Background: an optimization exercise with open tools, aiming at small area and a short achievable clock period. Do not read the settings as production practice. No run shown here included a check of the RTL's function; only the layout flow was run.

## flow/design.v (module list and top-level ports; edited modules follow where they fit)
// module fir: 1304 lines
// module fir_fa: 3 lines
// module fir_ha: 3 lines
module fir(
	input			clk_100k,
	input			rst_n,
	input 	signed [8:0]	samp_in,
	output 	signed [8:0]	fir_out
);
  // ...
==> flow/flow/run.sh <==
#!/bin/bash
# The standard layout (standard.sh), with repair_timing asked to keep a setup margin:
# the constraints are unchanged, the margin only makes the timing repair work harder.
set -euo pipefail
MARGIN=${MARGIN:-11.3}
sed "s|\"\${@:-finish}\"|SETUP_SLACK_MARGIN=$MARGIN \"\${@:-finish}\"|" standard.sh > margin.sh
grep -q "SETUP_SLACK_MARGIN=$MARGIN" margin.sh
bash margin.sh > layout.log 2>&1
==> flow/standard.sh <==
#!/bin/bash
# synth_recipe.tcl (not shown) runs the flow's synth.tcl, then flattens the netlist and writes it again
# the make line also repeats each setting of config.mk as NAME=value (left out here)
make -C /OpenROAD-flow-scripts/flow DESIGN_CONFIG=/design/flow/config.mk WORK_HOME=/design/flow/orfs CLKGATE_MAP_FILE= SYNTH_SCRIPT=/design/flow/synth_recipe.tcl "${@:-finish}"
==> flow/config.mk <==
export PLATFORM = sky130hd
export DESIGN_NAME = fir
export DESIGN_NICKNAME = fir
export VERILOG_FILES = /design/flow/design.v
export SDC_FILE = /design/flow/constraint.sdc
export NUM_CORES = 4
export LEC_CHECK = 0
export CAP_MARGIN = 20
export CORE_MARGIN = 2
export CORE_UTILIZATION = 65
export CTS_BUF_LIST = sky130_fd_sc_hd__clkbuf_8
export CTS_CLUSTER_DIAMETER = 60
export CTS_CLUSTER_SIZE = 16
export SLEW_MARGIN = 20
export SYNTH_HIERARCHICAL = 1
export SYNTH_MINIMUM_KEEP_SIZE = 0
export TNS_END_PERCENT = 10
==> flow/constraint.sdc <==
create_clock -name core_clock -period 16.0 [get_ports {clk_100k}]
set_input_delay 3.2000 -clock core_clock [delete_from_list [all_inputs] [get_ports {clk_100k}]]
set_output_delay 3.2000 -clock core_clock [all_outputs]
set_load 0.01 [all_outputs]
==> flow_metrics.py, run 1 <==
metrics = {
    "route": {
        "avgRoutedWirePerCell_um": 24.52,
        "drc_errors": 0,
    },
    "worst_hold_path": {
        "min_from": "x12[8]$_DFF_PN0_",
    },
    "logic_synthesis": {
        "synthSimpleGateAreaFrac_pct": 2.216,
        "synthMuxAreaShare_pct": 0,
        "async_flop_share_pct": 100.0,
        "synth-seq-cells": 254,
        "synth_common_cells": "fa_1 (509), inv_1 (301), dfrtp_1 (227), ha_1 (157), xnor2_1 (66)",
    },
    "finish": {
        "fin_cells": 2212,
        "clockBufferCount": 26,
        "seq_share_pct": 25.03,
        "final.fill_count": 2037,
        "fin_nets": 2422,
        "design_area_um2": 25570,
        "nNonClkBuffers": 152,
        "multi_input_cells": 1010,
        "clock_cell_area_share_pct": 2.183,
    },
    "clocking": {
        "postCtsHoldBufs": 0,
        "clk_pin_slew_ns": 0.10,
    },
    "global_route": {
        "grt_start_max_net_pins": 144,
        "gr-usage-met3_pct": 3.406,
        "met2_usage_pct": 57.82,
    },
    "status": {
        "outcome": "timing/DRC/antenna clean",
    },
    "setup_path": {
        "critPathTopFamily": "adder cells",
        "cp-startpoint": "x2[0]$_DFF_PN0_",
        "cp_num_cells": 18,
        "path_class": "reg -> reg",
        "worst_r2r_path_depth": 18,
    },
    "sta": {
        "setup_slack_ns": 10.77,
    },
}
==> run 2: changes to the inputs <==
--- a/flow/design.v
+++ b/flow/design.v
@@ -1118,17 +1118,18 @@
 wire g_23_s, g_23_c;
 fir_fa g_23_fa (e0[17], samp_in[7], g_21_c, g_23_s, g_23_c);
 wire g_24_s, g_24_c;
 fir_ha g_24_ha (e0[18], {~samp_in[8]}, g_24_s, g_24_c);
 wire [24:0] fa = {e0[24], e0[23], e0[22], e0[21], e0[20], e0[19], g_24_s, g_23_s, g_22_s, g_20_s, g_18_s, g_16_s, g_12_c, g_10_c, g_8_c, g_6_c, g_6_s, g_3_c, g_2_c, g_1_c, g_1_s, e0[3], e0[2], e0[1], e0[0]};
 wire [24:0] fb = {1'b0, 1'b0, 1'b0, 1'b0, 1'b0, g_24_c, g_23_c, g_22_c, 1'b0, g_18_c, 1'b0, g_14_c, g_14_s, g_12_s, g_10_s, g_8_s, 1'b0, g_4_s, g_3_s, g_2_s, 1'b0, samp_in[2], samp_in[1], samp_in[0], 1'b0};
 wire [16:0] lo = {1'b0, fa[15:0]} + {1'b0, fb[15:0]};
 wire [8:0] hs = fa[24:16] + fb[24:16];
-reg [8:0] oh;
+wire [8:0] hs1 = fa[24:16] + fb[24:16] + 9'd1;
+reg [8:0] oh, oh1;
 reg oc;
 always @(posedge clk_100k or negedge rst_n) begin
 	if (!rst_n) begin
 		x0 <= 9'd0; x1 <= 9'd0; x2 <= 9'd0; x3 <= 9'd0; x4 <= 9'd0; x5 <= 9'd0; x6 <= 9'd0; x7 <= 9'd0; x8 <= 9'd0; x9 <= 9'd0; x10 <= 9'd0; x11 <= 9'd0; x12 <= 9'd0; x13 <= 9'd0; x14 <= 9'd0; x15 <= 9'd0; x16 <= 9'd0; x17 <= 9'd0;
 		rq2_0_0 <= 1'b0;
 		rq2_0_1 <= 1'b0;
 		rq2_1_0 <= 1'b0;
 		rq2_2_0 <= 1'b0;
@@ -1206,17 +1207,17 @@
 		rq1_20_1 <= 1'b0;
 		rq1_21_0 <= 1'b0;
 		rq1_21_1 <= 1'b0;
 		rq1_22_0 <= 1'b0;
 		rq1_22_1 <= 1'b0;
 		rq1_23_0 <= 1'b0;
 		rq1_23_1 <= 1'b0;
 		rq1_24_0 <= 1'b0;
-		oh <= 9'd0; oc <= 1'b0;
+		oh <= 9'd0; oh1 <= 9'd0; oc <= 1'b0;
 	end else begin
 		x0 <= samp_in; x1 <= x0; x2 <= x1; x3 <= x2; x4 <= x3; x5 <= x4; x6 <= x5; x7 <= x6; x8 <= x7; x9 <= x8; x10 <= x9; x11 <= x10; x12 <= x11; x13 <= x12; x14 <= x13; x15 <= x14; x16 <= x15; x17 <= x16;
 		rq2_0_0 <= h2_2_s;
 		rq2_0_1 <= h2_1_s;
 		rq2_1_0 <= h2_6_s;
 		rq2_2_0 <= h2_6_c;
 		rq2_2_1 <= h2_10_s;
 		rq2_3_0 <= h2_17_s;
@@ -1292,20 +1293,20 @@
 		rq1_20_1 <= h1_206_c;
 		rq1_21_0 <= h1_213_c;
 		rq1_21_1 <= h1_218_s;
 		rq1_22_0 <= h1_222_s;
 		rq1_22_1 <= h1_218_c;
 		rq1_23_0 <= h1_222_c;
 		rq1_23_1 <= h1_224_s;
 		rq1_24_0 <= h1_226_s;
-		oh <= hs; oc <= lo[16];
+		oh <= hs; oh1 <= hs1; oc <= lo[16];
 	end
 end
-wire [8:0] s = oh + {{8{1'b0}}, oc};
+wire [8:0] s = oc ? oh1 : oh;
 assign fir_out = s[8:0];
 endmodule
 module fir_fa(input a, input b, input c, output s, output co);
 assign {co, s} = a + b + c;
 endmodule
 module fir_ha(input a, input b, output s, output co);
 assign {co, s} = a + b;
 endmodule
==> flow/flow/run.sh (replaced) <==
#!/bin/bash
# The standard layout (standard.sh), with repair_timing asked to keep a setup margin:
# the constraints are unchanged, the margin only makes the timing repair work harder.
set -euo pipefail
MARGIN=${MARGIN:-11}
sed "s|\"\${@:-finish}\"|SETUP_SLACK_MARGIN=$MARGIN \"\${@:-finish}\"|" standard.sh > margin.sh
grep -q "SETUP_SLACK_MARGIN=$MARGIN" margin.sh
bash margin.sh > layout.log 2>&1
==> flow_metrics.py, run 2 <==
metrics = {
    "logic_synthesis": {
        "synth_cell_types": 54,
        "ys.flop_type": "dfrtp_1",
        "netlist_instances": 1610,
        "synth-edff-count": 0,
        "async_flop_share_pct": 100.0,
        "syn_area_per_cell_um2": 13.95,
        "syn-cell-area_um2": 22470,
        "synth_area_leaders": "fa_1 (45%), dfrtp_1 (26%), ha_1 (8.7%)",
        "ys_seq_area_share_pct": 29.45,
        "synth.most_common_cell": "fa_1",
        "ys_warn_count": 7,
        "syn-num-nets": 2286,
        "yosys.area.top_type": "fa_1",
        "yosys.area.top_type_share_pct": 45.36,
        "synth_common_cells": "fa_1 (509), inv_1 (308), dfrtp_1 (236), ha_1 (156), xnor2_1 (66)",
        "synth-seq-cells": 263,
    },
    "place": {
        "dpl_cell_area_um2": 23540,
        "gp_congestion": 0.9786,
        "dpl.hpwl_um": 42930,
        "io_buffers": 19,
        "placedCellCount": 2114,
    },
    "flow_run": {
        "cap_violations": 0,
    },
    "finish": {
        "design_area_um2": 25980,
        "fin_nets": 2460,
        "mostFrequentLayoutCells": "fa_1 (455), inv_1 (299), dfrtp_1 (229), ha_1 (143), buf_4 (117)",
        "multi_input_comb_area_um2": 15710,
        "final_common_cell": "fa_1",
        "layout-drive-gt1-share_pct": 23.16,
        "final.fill_count": 2119,
        "synthToLayoutAreaGrowth_pct": 15.65,
        "fin_cells": 2261,
        "seqCellArea_um2": 6624,
    },
    "die": {
        "core-area_um2": 34290,
        "num_rows": 68,
        "start_util_pct": 65.52,
        "die-area_um2": 36070,
        "die_h_um": 189.9,
        "num_io_pins": 20,
        "die_x_um": 189.9,
    },
    "worst_hold_path": {
        "holdPathStages": 0,
        "hold_path_class": "reg -> reg",
        "min_from": "x12[7]$_DFF_PN0_",
        "holdPathEnd": "x13[7]$_DFF_PN0_",
    },
    "global_route": {
        "grt_pass1_wl_um": 83270,
        "grt_start_max_net_pins": 155,
        "antenna_found_initial": 1,
        "grt_pass1_vias": 14710,
        "grt-ovfl-total": 0,
        "grt_usage_pct": 32.22,
    },
    "sta": {
        "final_hold_viol_count": 0,
        "rsz0062_at_grt": "yes",
        "fin_skew_ns": 0.04424,
        "setup_viol": 0,
        "fin_crit_ns": 5.392,
        "worst_pin_slew_ns": 1.050,
        "setup_tns_ns": 0,
        "drv_slew": 0,
        "fin_crit_sh_pct": 33.70,
        "finalHoldWorstSlack_ns": 0.3563,
        "slew_headroom_pct": 29.48,
        "max_freq_mhz": 185.5,
    },
    "setup_path": {
        "path_cells": "buf_12 -> inv_8 -> fa_1 -> ha_2 -> fa_2 -> ha_4 -> fa_2 -> a21oi_2 -> nor3_2 -> xnor2_2 -> buf_6 -> nor4_4 -> xor2_1",
        "max_stage_delay_ns": 0.47,
        "cp_max_fo": 5,
        "critPathTopFamily": "adder cells",
        "r2r-end": "rq1_11_0$_DFF_PN0_",
        "r2r-start": "x1[0]$_DFF_PN0_",
        "critPathLaunchType": "primary input",
        "path_class": "in -> reg",
        "cp_data_required_time_ns": 16.54,
        "cp.arrival_ns": 5.93,
        "path_buf_inv": 3,
        "worst_r2r_path_depth": 18,
        "worst_setup_path_end_kind": "register",
        "crit_top_cell": "fa_2",
        "crit_path_top_delay_cell": "fa_1",
        "r2r_slack_ns": 10.64,
    },
    "route": {
        "antenna_left": 0,
        "drtPass1Iterations": 4,
        "wl_um": 54400,
        "avgRoutedWirePerCell_um": 24.06,
        "via_count": 12680,
        "first_iter_violations": 538,
        "viasPerCell": 5.608,
        "drc_errors": 0,
    },
    "clocking": {
        "clockBufferDepth": 3,
        "cts_tree": "done",
        "htree_levels": 1,
        "clock_latency_ns": 0.64,
        "cts_root_buffer": "clkbuf_8",
        "postCtsHoldBufs": 0,
        "cts.sinks": 263,
        "clk_pin_slew_ns": 0.10,
        "numCtsBuffers": 27,
    },
    "status": {
        "outcome": "timing/DRC/antenna clean",
    },
}
run 2: metal layers:
| metal | global-route usage [%] | part of all wire (%) |
|---|---|---|
| met1 | 40.21 | 38 |
| met2 | 56.08 | 52 |
| met3 | 5.350 | 4.9 |
| met4 | 14.28 | 5.3 |
| met5 | 0 | 0 |
run 2: cell type report:
| type | count | share of cell area, % |
|---|---|---|
| antenna | 1 | 0.009632 |
| multi-input combinational | 1034 | 60.48 |
| clock buffer | 30 | 1.589 |
| tap | 455 | 2.191 |
| clock inverter | 20 | 0.8572 |
| inverter | 308 | 4.508 |
| sequential | 263 | 25.49 |
| timing repair buffer | 150 | 4.874 |
run 2: how the worst max path moves through the flow:
stage	startpoint	endpoint	slack (ns)	cells after the start
5_1_grt	x1[1]$_DFF_PN0_	rq1_11_0$_DFF_PN0_	10.51	18
4_1_cts	x0[0]$_DFF_PN0_	oh1[7]$_DFF_PN0_	10.66	21
2_1_floorplan	samp_in[7]	oh1[7]$_DFF_PN0_	10.31	10
3_5_place_dp	samp_in[7]	oh1[7]$_DFF_PN0_	9.32	11
3_3_place_gp	samp_in[7]	oh1[7]$_DFF_PN0_	9.42	11
6_report	samp_in[7]	oh1[7]$_DFF_PN0_	10.61	13
run 2: cell families after synthesis:
family          Yosys count  share of synthesized area (%)
compound gates          172                          4.996
mux                       9                         0.4511
buf+inv                 313                          5.291
fa+ha+maj               665                          54.05
flops                   263                          29.45
xor+xnor                 88                          3.492
simple gates            100                          2.278
run 2: repair_timing:
item,in CTS,in global routing
setup buffers,45,51
gates resized for setup,160,104
pin swaps,49,82
endpoints found under the setup margin,76,68
run 2: per-stage QoR:
| stage | setup WS, ns | util [%] |
|---|---|---|
| after floorplan | 10.31 | - |
| after global placement | 9.421 | 68.67 |
| after detailed placement | 9.323 | 68.67 |
| after CTS | 10.66 | 73.53 |
| after global routing | 10.51 | 75.77 |
| final | 10.61 | 75.77 |
run 2: per-module statistics from Yosys (local to each module, per instance):
module | cells | times used | flip-flops and latches | area [um2]
fir | 1098 | 1 | 263 | 12310
fir_fa | 1 | 499 | 0 | 20.02
fir_ha | 1 | 13 | 0 | 12.51

## separate check: timing with driven ports
The flow's constraints put no driver on any port. The routed layouts listed below were extracted and timed again, unchanged, in two steps.
Step 1 sets driving cells, clkbuf_16 on the clock port and buf_2 on the other inputs (assumed; they add their load-dependent delay and slew).
Step 2 also shifts input and output timing later by t, the mid clock arrival at the registers, as if the neighbouring blocks saw the same clock.
Three values: ideal ports, drivers, drivers and shift; two values: the first two.
run	t (ns)	slack for setup (ns)	hold slack, ns	worst setup path after step 2	pins driven straight from the clock port
run 1	0.652	10.768 / 10.768 / 10.187	0.357 / 0.357 / 0.357	input to register	1
run 2	0.671	10.608 / 10.590 / 9.919	0.356 / 0.356 / 0.356	input to register	1
After both steps setup and hold are still met in every run listed. The setup slack of run 2, which loses most, moves by -0.018 ns with the drivers and by -0.689 ns with both steps.
